What follows belongs to an exercise in optimizing a design on an open flow for small area; a production flow would make more cautious choices.
In this exercise RTL edits were held to simulation tests only and were not proved equivalent to the original.
Power is estimated from default activity; no workload was simulated.

==> flow/design.v <==
module flappy_bird
	(
		clk,
		resetn,
		key1,
		x,
		y,
		colour,
		plot,
		crash,
		HEX0,
		HEX1
	);
	input			clk;
	input			resetn;
	input			key1;
	output	[7:0]	x;
	output	[6:0]	y;
	output	[2:0]	colour;
	output			plot;
	output			crash;
	output	[6:0]	HEX0;
	output	[6:0]	HEX1;
	localparam	S_KEEP        = 4'b0000,
				S_CLEAN_LOAD  = 4'b0010,
				S_FF_LOAD     = 4'b0001,
				S_PRINT_LOAD  = 4'b0011,
				S_CLEAR_LOAD  = 4'b0100,
				S_MOVE        = 4'b0101,
				S_START_WAIT  = 4'b0110,
				S_CRASH_CHECK = 4'b0111,
				S_CLEAR       = 4'b1000,
				S_FF          = 4'b1001,
				S_CLEAN       = 4'b1010,
				S_PRINT       = 4'b1011;
	reg [3:0] st;
	reg [12:0] fc;
	reg jmp;
	reg crash_r;
	reg [7:0] score;
	reg [6:0] yc7;
	wire signed [7:0] yc = {&yc7[6:1], yc7};
	reg [6:0] yo;
	reg signed [4:0] vel;
	reg [7:0] x1, x2;
	reg g;
	wire [7:0] x3 = g ? ((x2 == 8'd160) ? 8'd40 : 8'd160) :
		(x2 >= 8'd121) ? x2 - 8'd121 : x2 + 8'd40;
	reg [6:0] y1, y2, y3;
	reg [2:0] ph;
	reg up;
	reg [2:0] cw;
	reg [1:0] j;
	reg [6:0] yd;
	reg ha, hb, sc;
	wire clean_load = (st == S_CLEAN_LOAD);
	wire print_load = (st == S_PRINT_LOAD);
	wire ff_load    = (st == S_FF_LOAD);
	wire load       = ~st[3] & ~st[2] & (st[1] | st[0]);
	wire old_cur    = print_load | ff_load;
	wire drawing    = st[3] & (st[1] | st[0]);
	wire clearing   = (st == S_CLEAR);
	wire p          = st[0];
	wire fm         = (fc == 13'd0);
	assign plot = st[3];
	wire [6:0] cy = st[0] ? yc[6:0] : yo;
	assign crash = crash_r;
	wire [1:0] k = ph[2:1];
	wire is_p0   = (ph == 3'd0);
	wire is_bird = (ph == 3'd1);
	wire is_pipe = (k != 2'd0) & ~ph[0];
	wire is_coin = (k != 2'd0) & ph[0];
	reg [7:0] xk;
	always @(*)
		case (k)
			2'd1: xk = x1;
			2'd2: xk = x2;
			default: xk = x3;
		endcase
	wire coin_k = (xk >= 8'd82);
	wire [1:0] m = k + (is_bird | is_coin | (is_pipe & ~up & ~coin_k));
	reg [6:0] ym;
	always @(*)
		case (m)
			2'd0: ym = cy;
			2'd1: ym = y1;
			2'd2: ym = y2;
			default: ym = y3;
		endcase
	wire [2:0] xoff = (cw[2] & cw[1]) ? 3'd0 : cw;
	wire [7:0] xbase = is_p0 ? 8'd0 : is_bird ? 8'd78 : xk;
	assign x = xbase + xoff;
	assign y = yd + j;
	assign colour[0] = 1'b0;
	assign colour[1] = is_p0 ? ~p : p & (ph[2] | ph[1]);
	assign colour[2] = is_p0 ? ~p & coin_k : p & ph[0];
	wire row_end   = (cw == 3'd5) & (up ? (yd == 7'd0) : (yd == 7'd119));
	wire blk_end   = (cw[1:0] == 2'd3) & (j == 2'd3);
	wire print_end = ((ph == 3'd6) & ~up & row_end & ~coin_k) | ((ph == 3'd7) & blk_end);
	wire clear_end = (yd == 7'd120);
	reg ya, yen;
	reg [6:0] yb;
	always @(*) begin
		ya = 1'b0;
		yen = 1'b0;
		yb = 7'd0;
		if (clearing) begin
			yen = (cw == 3'd0) && (x1 == 8'd160);
			yb = 7'd1;
		end else if (is_p0) begin
			yen = 1'b1;
			ya = 1'b1;
		end else if (~is_pipe) begin
			yen = blk_end;
			ya = 1'b1;
		end else if (row_end) begin
			yen = 1'b1;
			ya = 1'b1;
			if (up)
				yb = 7'd40;
			else if (coin_k)
				yb = 7'd19;
		end else if (cw == 3'd6) begin
			yen = 1'b1;
			yb = up ? 7'h7f : 7'd1;
		end
	end
	wire [6:0] ynext = (ya ? ym : yd) + yb;
	always @(posedge clk) begin
		if (load | (st == S_CLEAR_LOAD))
			yd <= 7'd0;
		else if (yen)
			yd <= ynext;
		if (load) begin
			ph <= 3'd0;
			cw <= 3'd0;
			j <= 2'd0;
		end else if (st == S_CLEAR_LOAD) begin
			ph <= 3'd2;
			cw <= 3'd6;
			j <= 2'd0;
		end else if (clearing) begin
			cw <= 3'd0;
		end else if (is_p0) begin
			ph <= 3'd1;
		end else if (~is_pipe) begin
			j <= j + 2'd1;
			if (j == 2'd3)
				cw <= cw + 3'd1;
			if (blk_end) begin
				ph <= ph + 3'd1;
				up <= 1'b1;
				cw <= 3'd0;
			end
		end else begin
			if (row_end) begin
				cw <= 3'd0;
				if (up)
					up <= 1'b0;
				else if (coin_k)
					ph <= ph + 3'd1;
				else begin
					ph <= ph + 3'd2;
					up <= 1'b1;
				end
			end else if (cw == 3'd6)
				cw <= 3'd0;
			else
				cw <= cw + 3'd1;
		end
	end
	always @(posedge clk) begin
		if (!resetn)
			st <= S_CLEAR_LOAD;
		else
			case (st)
				S_CLEAR_LOAD:  st <= S_CLEAR;
				S_CLEAR:       st <= clear_end ? S_FF_LOAD : S_CLEAR;
				S_FF_LOAD:     st <= S_FF;
				S_FF:          st <= print_end ? S_START_WAIT : S_FF;
				S_START_WAIT:  st <= key1 ? S_START_WAIT : S_KEEP;
				S_KEEP:        st <= fm ? S_CLEAN_LOAD : S_KEEP;
				S_CLEAN_LOAD:  st <= S_CLEAN;
				S_CLEAN:       st <= print_end ? S_PRINT_LOAD : S_CLEAN;
				S_PRINT_LOAD:  st <= S_PRINT;
				S_PRINT:       st <= print_end ? S_CRASH_CHECK : S_PRINT;
				S_CRASH_CHECK: st <= S_MOVE;
				default:       st <= S_KEEP;
			endcase
	end
	always @(posedge clk)
		if (!resetn)
			fc <= 13'd0;
		else
			fc <= fc + 13'd1;
	wire [4:0] npy = {fc[4:2] + fc[2:0], fc[1:0]};
	always @(posedge clk)
		if (!resetn)
			jmp <= 1'b0;
		else
			jmp <= ~jmp & ~key1;
	wire jump_en = jmp & ~crash_r;
	wire signed [8:0] dy = yc - (jump_en ? 5'sd2 : vel);
	always @(posedge clk) begin
		if (!resetn) begin
			yc7 <= 7'd58;
			yo <= 7'd58;
			vel <= 5'sd2;
		end else begin
			if (jump_en)
				vel <= 5'sd2;
			if (st == S_MOVE) begin
				yo <= yc[6:0];
				if (jump_en)
					yc7 <= dy[6:0];
				else if (dy > 9'sd116)
					yc7 <= 7'd116;
				else begin
					vel <= vel - 5'sd1;
					yc7 <= dy[8] ? 7'd0 : dy[6:0];
				end
			end
		end
	end
	wire sel_b = cw[0];
	wire [6:0] cyc = sel_b ? yo : yc[6:0];
	wire xoffc = sel_b & ~crash_r;
	wire in_x = xoffc ? (xk >= 8'd73 && xk <= 8'd83) : (xk >= 8'd72 && xk <= 8'd82);
	wire signed [7:0] dyk = {1'b0, cyc} - {1'b0, ym};
	wire in_y = (dyk <= 8'sd1) || (dyk >= 8'sd36);
	wire hit = in_x & in_y;
	wire acc = drawing & is_pipe & up;
	always @(posedge clk) begin
		if (load)
			ha <= 1'b0;
		else if (acc & ~sel_b & hit)
			ha <= 1'b1;
		if (clean_load) begin
			hb <= 1'b0;
			sc <= 1'b0;
		end else if (acc & ~p) begin
			if (sel_b & hit)
				hb <= 1'b1;
			if (xk == 8'd72)
				sc <= 1'b1;
		end
	end
	always @(posedge clk)
		if (!resetn)
			crash_r <= 1'b0;
		else if ((cy >= 7'd116) | (ha & (print_load | (st == S_KEEP))) | (hb & (st == S_PRINT)))
			crash_r <= 1'b1;
	always @(posedge clk) begin
		if (!resetn)
			score <= 8'd0;
		else if (print_load & ~crash_r & sc)
			score <= score + 8'd1;
	end
	always @(posedge clk) begin
		if (st == S_CLEAR_LOAD)
			x1 <= 8'd0;
		else if (clearing) begin
			if (cw == 3'd0)
				x1 <= (x1 == 8'd160) ? 8'd0 : x1 + 8'd1;
		end else if (ff_load) begin
			x1 <= 8'd134; y1 <= 7'd40;
			x2 <= 8'd19;  y2 <= 7'd60;
			y3 <= 7'd30;
			g <= 1'b0;
		end else if (print_load) begin
			if (x1 == 8'd0) begin
				x1 <= 8'd154; y1 <= 7'd30 + npy;
			end else if (!crash_r)
				x1 <= x1 - 8'd1;
			if (x2 == 8'd0) begin
				x2 <= 8'd160; y2 <= 7'd20 + npy;
			end else if (!crash_r)
				x2 <= x2 - 8'd1;
			if (x3 == 8'd0)
				y3 <= 7'd40 + npy;
			if (crash_r && (x2 == 8'd0 || x3 == 8'd0))
				g <= 1'b1;
		end
	end
	decoder dec0(.in(score[3:0]), .hex(HEX0));
	decoder dec1(.in(score[7:4]), .hex(HEX1));
endmodule
module decoder(in, hex);
	input [3:0] in;
   	output [6:0] hex;
	assign hex[0] = ~((in[3] | in[2] | in[1] | ~in[0]) & (in[3] | ~in[2] | in[1] | in[0])
		& (~in[3] | ~in[2] | in[1] | ~in[0]) & (~in[3] | in[2] | ~in[1] | ~in[0]));
	assign hex[1] = ~((in[3] | ~in[2] | in[1] | ~in[0]) & (~in[3] | ~in[2] | in[1] | in[0]) 
		& (~in[3] | ~in[1] | ~in[0]) & (~in[2] | ~in[1] | in[0]));
	assign hex[2] = ~((~in[3] | ~in[2] | in[1] | in[0]) & (in[3] | in[2] | ~in[1] | in[0]) 
		& (~in[3] | ~in[2] | ~in[1]));
	assign hex[3] = ~((in[3] | ~in[2] | in[1] | in[0]) & (in[3] | in[2] | in[1] | ~in[0]) 
		& (~in[2] | ~in[1] | ~in[0]) & (~in[3] | in[2] | ~in[1] | in[0]));
	assign hex[4] = ~((in[3] | ~in[2] | in[1]) & (in[2] | in[1] | ~in[0]) & (in[3] | ~in[0]));
	assign hex[5] = ~((~in[3] | ~in[2] | in[1] | ~in[0]) & (in[3] | in[2] | ~in[0]) 
		& (in[3] | in[2] | ~in[1]) & (in[3] | ~in[1] | ~in[0]));
	assign hex[6] = ~((in[3] | in[2] | in[1]) & (in[3] | ~in[2] | ~in[1] | ~in[0]) 
		& (~in[3] | ~in[2] | in[1] | in[0]));
endmodule
==> flow/flow/run.sh <==
#!/bin/bash
# Layout flow: the standard synthesis, then the combinational logic
# between the registers is re-mapped by ABC for area (registers, their
# names and cell types are kept), then the standard layout from the
# re-mapped netlist. Each tool's output goes to a log file in this folder.
set -euo pipefail
R=orfs/results/${FLOW_PLATFORM}/flappy_bird/base
bash standard.sh synth > synth.log 2>&1
cp $R/1_2_yosys.v $R/1_2_yosys.std.v
LIB=$(ls ${FLOW_HOME}/platforms/${FLOW_PLATFORM}/lib/sky130_fd_sc_hd__tt_025C_1v80.lib)
YOSYS=$(command -v yosys || echo ${FLOW_HOME}/../tools/install/yosys/bin/yosys)
IN=$R/1_2_yosys.std.v OUT=$R/1_2_yosys.remap.v LIB=$LIB ABCSCRIPT=flow/abc.script \
  $YOSYS -c flow/remap.tcl > remap.log 2>&1
cp $R/1_2_yosys.remap.v $R/1_2_yosys.v
bash standard.sh "BUFFER_PORTS_ARGS=-buffer_cell sky130_fd_sc_hd__buf_1" "CTS_ARGS=-sink_clustering_enable -repair_clock_nets -buf_list {sky130_fd_sc_hd__clkbuf_4 sky130_fd_sc_hd__clkbuf_8} -dont_use_dummy_load" finish > layout.log 2>&1
==> flow/flow/abc.script <==
strash
&get -n
&deepsyn -T 20
&put
dch
amap
strash
&get -n
&deepsyn -T 20
&put
dch
amap
strash
&get -n
&deepsyn -T 20
&put
dch
amap
topo
==> flow/flow/remap.tcl <==
yosys -import
set lib $::env(LIB)
set dont_use {}
foreach c {probe_p_8 probec_p_8 lpflow_bleeder_1 lpflow_clkbufkapwr_1 lpflow_clkbufkapwr_16
  lpflow_clkbufkapwr_2 lpflow_clkbufkapwr_4 lpflow_clkbufkapwr_8 lpflow_clkinvkapwr_1
  lpflow_clkinvkapwr_16 lpflow_clkinvkapwr_2 lpflow_clkinvkapwr_4 lpflow_clkinvkapwr_8
  lpflow_decapkapwr_12 lpflow_decapkapwr_3 lpflow_decapkapwr_4 lpflow_decapkapwr_6
  lpflow_decapkapwr_8 lpflow_inputiso0n_1 lpflow_inputiso0p_1 lpflow_inputiso1n_1
  lpflow_inputiso1p_1 lpflow_inputisolatch_1 lpflow_isobufsrc_1 lpflow_isobufsrc_16
  lpflow_isobufsrc_2 lpflow_isobufsrc_4 lpflow_isobufsrc_8 lpflow_isobufsrckapwr_16
  lpflow_lsbuf_lh_hl_isowell_tap_1 lpflow_lsbuf_lh_hl_isowell_tap_2
  lpflow_lsbuf_lh_hl_isowell_tap_4 lpflow_lsbuf_lh_isowell_4 lpflow_lsbuf_lh_isowell_tap_1
  lpflow_lsbuf_lh_isowell_tap_2 lpflow_lsbuf_lh_isowell_tap_4} {
  lappend dont_use -dont_use sky130_fd_sc_hd__$c
}
read_liberty -ignore_miss_func $lib
read_verilog $::env(IN)
hierarchy -top flappy_bird
# keep every sequential cell and tie cell as it is
set seq {}
foreach c [split [exec grep -o {sky130_fd_sc_hd__[a-z0-9_]*} $::env(IN)] "\n"] {
  if {[regexp {__(e?dfx|dfr|dfs|dfb|sdf|edfx|dl|conb)} $c]} { lappend seq $c }
}
set seq [lsort -unique $seq]
puts "kept cells: $seq"
foreach c $seq { delete $c }
read_liberty -lib -nooverwrite $lib
flatten -wb
opt_clean -purge
yosys rename -hide w:*.*
opt_clean -purge
stat
abc -liberty $lib {*}$dont_use -script $::env(ABCSCRIPT)
read_liberty -lib -nooverwrite $lib
opt_clean -purge
hilomap -singleton -hicell sky130_fd_sc_hd__conb_1 HI -locell sky130_fd_sc_hd__conb_1 LO
insbuf -buf sky130_fd_sc_hd__buf_4 A X
splitnets
opt_clean -purge
stat -liberty $lib
check -assert -mapped
select -module flappy_bird
write_verilog -noattr -nohex -nodec -selected $::env(OUT)
==> flow/standard.sh <==
#!/bin/bash
# synth_recipe.tcl (not shown) runs the flow's synth.tcl, then flattens the netlist and writes it again
# the make line also repeats each setting of config.mk as NAME=value (left out here)
make -C /OpenROAD-flow-scripts/flow DESIGN_CONFIG=/design/flow/config.mk WORK_HOME=/design/flow/orfs CLKGATE_MAP_FILE= SYNTH_SCRIPT=/design/flow/synth_recipe.tcl "${@:-finish}"
==> flow/config.mk <==
export PLATFORM = sky130hd
export DESIGN_NAME = flappy_bird
export DESIGN_NICKNAME = flappy_bird
export VERILOG_FILES = /design/flow/design.v
export SDC_FILE = /design/flow/constraint.sdc
export NUM_CORES = 4
export LEC_CHECK = 0
export ABC_AREA = 1
export CAP_MARGIN = 20
export CORE_MARGIN = 2
export CORE_UTILIZATION = 40
export CTS_BUF_LIST = sky130_fd_sc_hd__clkbuf_8
export SLEW_MARGIN = 20
==> flow/constraint.sdc <==
create_clock -name core_clock -period 10.0 [get_ports {clk}]
set_input_delay 2.0000 -clock core_clock [delete_from_list [all_inputs] [get_ports {clk}]]
set_output_delay 2.0000 -clock core_clock [all_outputs]
set_load 0.01 [all_outputs]
==> summary.txt, run 1 <==
fin nets=893; clock skew=32.9 ps; Worst Max-Slew Pin Slew=834 ps; Worst-path clk slew=110 ps; cell mode on critical path=clkinv_1; die width=roughly 130 um; drt first pass iters=7; Critical Path AT=7080 ps; Worst EP required=between 10000 and 15000 ps; syn nets=843; CTS Buf Count=9; initial antenna violation count=0; clk sink count=101; hold_buf cts=0; drt drc=0; Power Dens Cells=257 nW/um^2; fmax=147 MHz; DIE HEIGHT=127 um; Mapped Area=6020 um^2; post_cts resized=0; share of post-route cells with drive strength above 1=1.46%; final setup fails=0; I/O Buffers=35; Post-DP HPWL=12700 um; Detailed Route WL=16500 um; Slew headroom=43.6%; Tmin final=about 6800 ps; initial DRC count=578; Max Fanout on Critical Path=8; ANT cells=0; vias=6183; Slowest-stage cell, CP=o21ai_0; MaxCap Viol Count=0; Ys Warns=1; CORE AREA=14600 um^2; critical path's largest stage delay=roughly 540 ps; Die Area=16100 um^2; wire length per cell=15.4 um; Pleak=0.00216 uW; critical path class=reg2reg; fin crit share=around 68%; maximum vdd ir drop=120 uV; status=no timing/DRC/antenna violations; Sum Neg Setup Slack=0 ps; Critical Path End Type=flip-flop; Crit path max-delay family=compound AO/OA/AOI/OAI gates; Post-CTS Setup Repair Bufs=0; # rows=44; WHS=409 ps; fin. max-slew vios=0; RSZ-0062 raised after global routing=no; Final Hold Viols=0; CP bufs+invs=6; CTS max path bufs=2; Hold Crit Class=reg2reg; syn avg cell area=around 7.2 um^2; global-route wire length before repair=27000 um; Syn Inst Count=840; IO Count=37; root buf cell=clkbuf_8; Skew-Pair Late Insertion Delay=390 ps; largest net degree at the start of global routing=24; grt ovf=0; Syn-to-layout area delta=8.56%; initial core utilization=approximately two fifths; Vias/cell=between 5 and 6; vias in the first global route=5383; H-Tree Depth=3; all-layer global routing usage=20.9%; CTS tree=built; Routed Antenna Nets=0; Placer Congestion=0.965; Setup crit start kind=flip-flop; Final Util=44.7%
[cell type report]
class,count,area (um^2)
Inverter,117,439
Timing Repair Buffer,39,161
Multi-Input combinational cell,622,3270
Fill cell,1513,8100
Clock buffer,9,124
Sequential cell,101,2310
Tap cell,184,230
[registers in the layout, summed over array words and instances, names as in the netlist, 5 cells and up]
name and cells:
y2 6, vel 5, yo 7, x2 8
x1 8, fc 13, y3 7, yc7 7
y1 6, score 8, yd 7
[metal layers]
layer / part of all wire [%] / vias to the layer above / GRT usage [%]
met3: 5.4 / 24 / 4.81
met2: 45 / 174 / 33.0
met5: 0 / - / 0
met4: 1.3 / 0 / 5.56
met1: 49 / 2840 / 28.8
li1: - / 3145 / -
[layout by cell type, fill, tap and decap left out, drive strengths merged, types with 5 or more instances in the layout]
cell	n
o22a	5
nor3	38
a21oi	53
clkinv	117
a211oi	19
clkbuf	9
edfxtp	29
dfxtp	72
o22ai	49
a22oi	5
nand3	9
nor2b	8
and3	8
o32ai	18
o21ai	63
buf	39
o31ai	5
o21a	15
nor4	7
a31oi	9
o221ai	8
nor2	186
or2	5
and2	7
nand2	62
[worst reg2reg max path, delay by kind of cell, from the launching register on]
| kind | cells | cell delay (ps) |
|---|---|---|
| AO/OA/AOI/OAI | 13 | 3190 |
| AND/OR/NAND/NOR | 9 | 2050 |
| buffers and inverters | 6 | 990 |
| flip-flops | 1 | 480 |
[where the power goes]
group	switching, uW	internal [uW]	total, uW
sequential	55.8	479	535
combinational	616	316	932
clock	134	81.2	216
total	806	877	1680
[metrics by stage]
stage                     cells  power, uW  instance area (um^2)  setup WS, ps
after floorplan             840       1230                  6020          4540
after global placement     1063       1450                  6420          3720
after detailed placement   1063       1460                  6420          3400
after CTS                  1072       1680                  6540          3350
after global routing       1072       1830                  6540          2440
final                      1072       1680                  6540          3210
[worst paths after layout]
kind / start / endpoint / slack [ps] / cells past startpoint
worst max-delay path: ph[2] / yd[6] / 3210 / 28
worst min-delay path: jmp / jmp / 410 / 1
worst max register to register: ph[2] / yd[6] / 3210 / 28
worst min register to register: jmp / jmp / 410 / 1
==> run 2: changes to the inputs <==
--- a/flow/config.mk
+++ b/flow/config.mk
@@ -8,3 +8,3 @@
 export ABC_AREA = 1
-export CAP_MARGIN = 20
+export CAP_MARGIN = 0
 export CORE_MARGIN = 2
@@ -12,2 +12,3 @@
 export CTS_BUF_LIST = sky130_fd_sc_hd__clkbuf_8
-export SLEW_MARGIN = 20
+export GPL_TIMING_DRIVEN = 0
+export SLEW_MARGIN = 0
==> run 2 against run 1 <==
Effect of this change:
- combinational power down 0.6%
- critical path type unchanged
- sequential share of layout area grew 0.14 points
- routed wire length down 5.4%
- total power shrank 0.44%
- hold slack improved by 3.6 ps
- sequential cell count unchanged
- critical endpoint unchanged
==> summary.txt, run 2 <==
status=no timing/DRC/antenna violations; commonest non-fill, non-tap cell in the layout=nor2_1; IO Count=37; CTS tree=built; Skew-Pair Late Insertion Delay=around 390 ps; Comb power frac=between 50 and 60%; reg2reg path depth=28; Sw Ratio=47.9%; Seq. cell area=2310 um^2; root buf cell=clkbuf_8; all-layer global routing usage=20.0%; fin. max-slew vios=0; # rows=44; Pint=between 800 and 900 uW; net load switching power=around 800 uW; fin crit share=72.4%; Worst-path clk slew=90 ps; Vias/cell=5.68; Detailed Route WL=15700 um; I/O Buffers=35; global-route wire length before repair=26400 um; hold_buf cts=0; clk sink count=between 100 and 150; Slowest-stage cell, CP=o21ai_0; maximum vdd ir drop=between 70 and 80 uV; Syn-to-layout area delta=8.14%; Mapped Area=6020 um^2; initial antenna violation count=0; drt first pass iters=5; Slew headroom=23.5%; clock skew=approximately 35 ps; Routed Antenna Nets=0; Critical Path End Type=flip-flop; initial core utilization=41.1%; Critical Path AT=7520 ps; wire length per cell=14.7 um; post_cts resized=0; Power Dens Cells=257 nW/um^2; RSZ-0062 raised after global routing=no; Worst EP required=10280 ps; share of post-route cells with drive strength above 1=1.13%; initial DRC count=roughly 460; vias in the first global route=approximately 5300; Syn Inst Count=840; cell mode on critical path=clkinv_1; Placer Congestion=~0.86; drt drc=0; critical path class=reg2reg; Max Fanout on Critical Path=8; Worst Max-Slew Pin Slew=between 1000 and 1500 ps; Multi-input gate area=3280 um^2; syn avg cell area=roughly 7.2 um^2; vias=between 6000 and 7000; Clock power frac=12.6%; syn nets=843; fin nets=889; critical path's largest stage delay=650 ps; grt ovf=0; ANT cells=0; MaxCap Viol Count=0; most frequent cells in the layout=186 x nor2_1, 117 x clkinv_1, 72 x dfxtp_1; Post-DP HPWL=12100 um; fmax=138 MHz; Seq pwr share=32.2%; Pleak=0.00214 uW; Setup crit start kind=flip-flop; largest net degree at the start of global routing=24; CTS Buf Count=9; Post-CTS Setup Repair Bufs=0; Hold Crit Class=reg2reg; Ys Warns=1; Largest register FFs=13; H-Tree Depth=3; Cells on Worst Hold Path=1; DIE HEIGHT=127 um; Sum Neg Setup Slack=0 ps; Tmin final=~7200 ps; CTS max path bufs=2; CORE AREA=14600 um^2; Final Hold Viols=0; WHS=413 ps; Die Area=16100 um^2; Fill cells=1498; Top reg by flops=fc; final setup fails=0; die width=between 100 and 150 um
run 2: path summary, 6_finish.rpt:
check / startpoint / endpoint / slack (ps)
max reg2reg: ph[2] / yd[6] / 2760
max: ph[2] / yd[6] / 2760
min reg2reg: jmp / jmp / 410
min: jmp / jmp / 410
run 2: power groups by stage:
stage               combinational [uW]  sequential [uW]  clock (uW)
global placement                   914              548           0
detailed placement                 914              547           0
CTS                                918              538         219
floorplan                          696              530           0
finish                             926              539         210
global route                      1050              549         232
run 2: critical path: cells and delay by family, from the launching register on:
kind / cells / cell delay, ps
AOI/OAI and AO/OA: 13 / 3460
and+or+nand+nor: 9 / 2140
buffers and inverters: 6 / 1010
DFF: 1 / 530
run 2: cell type report:
| class | instances | share of cell area [%] |
|---|---|---|
| Clock buffer | 9 | 1.90 |
| Timing Repair Buffer | 35 | 2.02 |
| Multi-Input combinational cell | 622 | 50.3 |
| Tap cell | 184 | 3.53 |
| Sequential cell | 101 | 35.5 |
| Inverter | 117 | 6.74 |
run 2: routing by layer:
| metal | global-route usage (%) | wire length [um] |
|---|---|---|
| met4 | 5.75 | 279 |
| met5 | 0 | 0 |
| met1 | 27.6 | 7660 |
| met3 | 3.80 | 653 |
| met2 | 32.1 | 7060 |
run 2: per-stage QoR:
stage / instances / power, uW / setup WS, ps / utilization (%) / cell area [um^2]
finish: 1068 / 1680 / 2760 / 44.5 / 6520
global route: 1068 / 1830 / 2040 / 44.5 / 6520
CTS: 1068 / 1670 / 2850 / 44.5 / 6520
detailed placement: 1059 / 1460 / 2920 / 43.6 / 6390
global placement: 1059 / 1460 / 2920 / 43.6 / 6390
floorplan: 840 / 1230 / 4540 / - / 6020

[port drivers added, routing unchanged]
In the flow no input, the clock included, has a driving cell. The finished layouts below were timed again as built, in two steps. Step 1: set_driving_cell puts a clkbuf_16 on clk and a buf_2 on each other input, an assumption about the parent block. Step 2 adds t to the input delays and takes it off the output delays; t is the mean of the earliest and latest rising clock arrival at the registers after step 1. Input paths then give back, and output paths get back, about the clock's delay inside the block. Slacks: ideal / step 1 / step 2; pairs: ideal / step 1.
run | shift t [ns] | setup slack, ns | worst setup path at the end | clock arrival spread, ns | worst slew at a driven data input, ns
run 1 | 0.412 | 3.208 / 3.208 / 3.208 | register to register | 0.033 / 0.033 | 0.03
run 2 | 0.406 | 2.758 / 2.758 / 2.758 | register to register | 0.035 / 0.034 | 0.03
After both steps setup and hold are still met in every run listed.
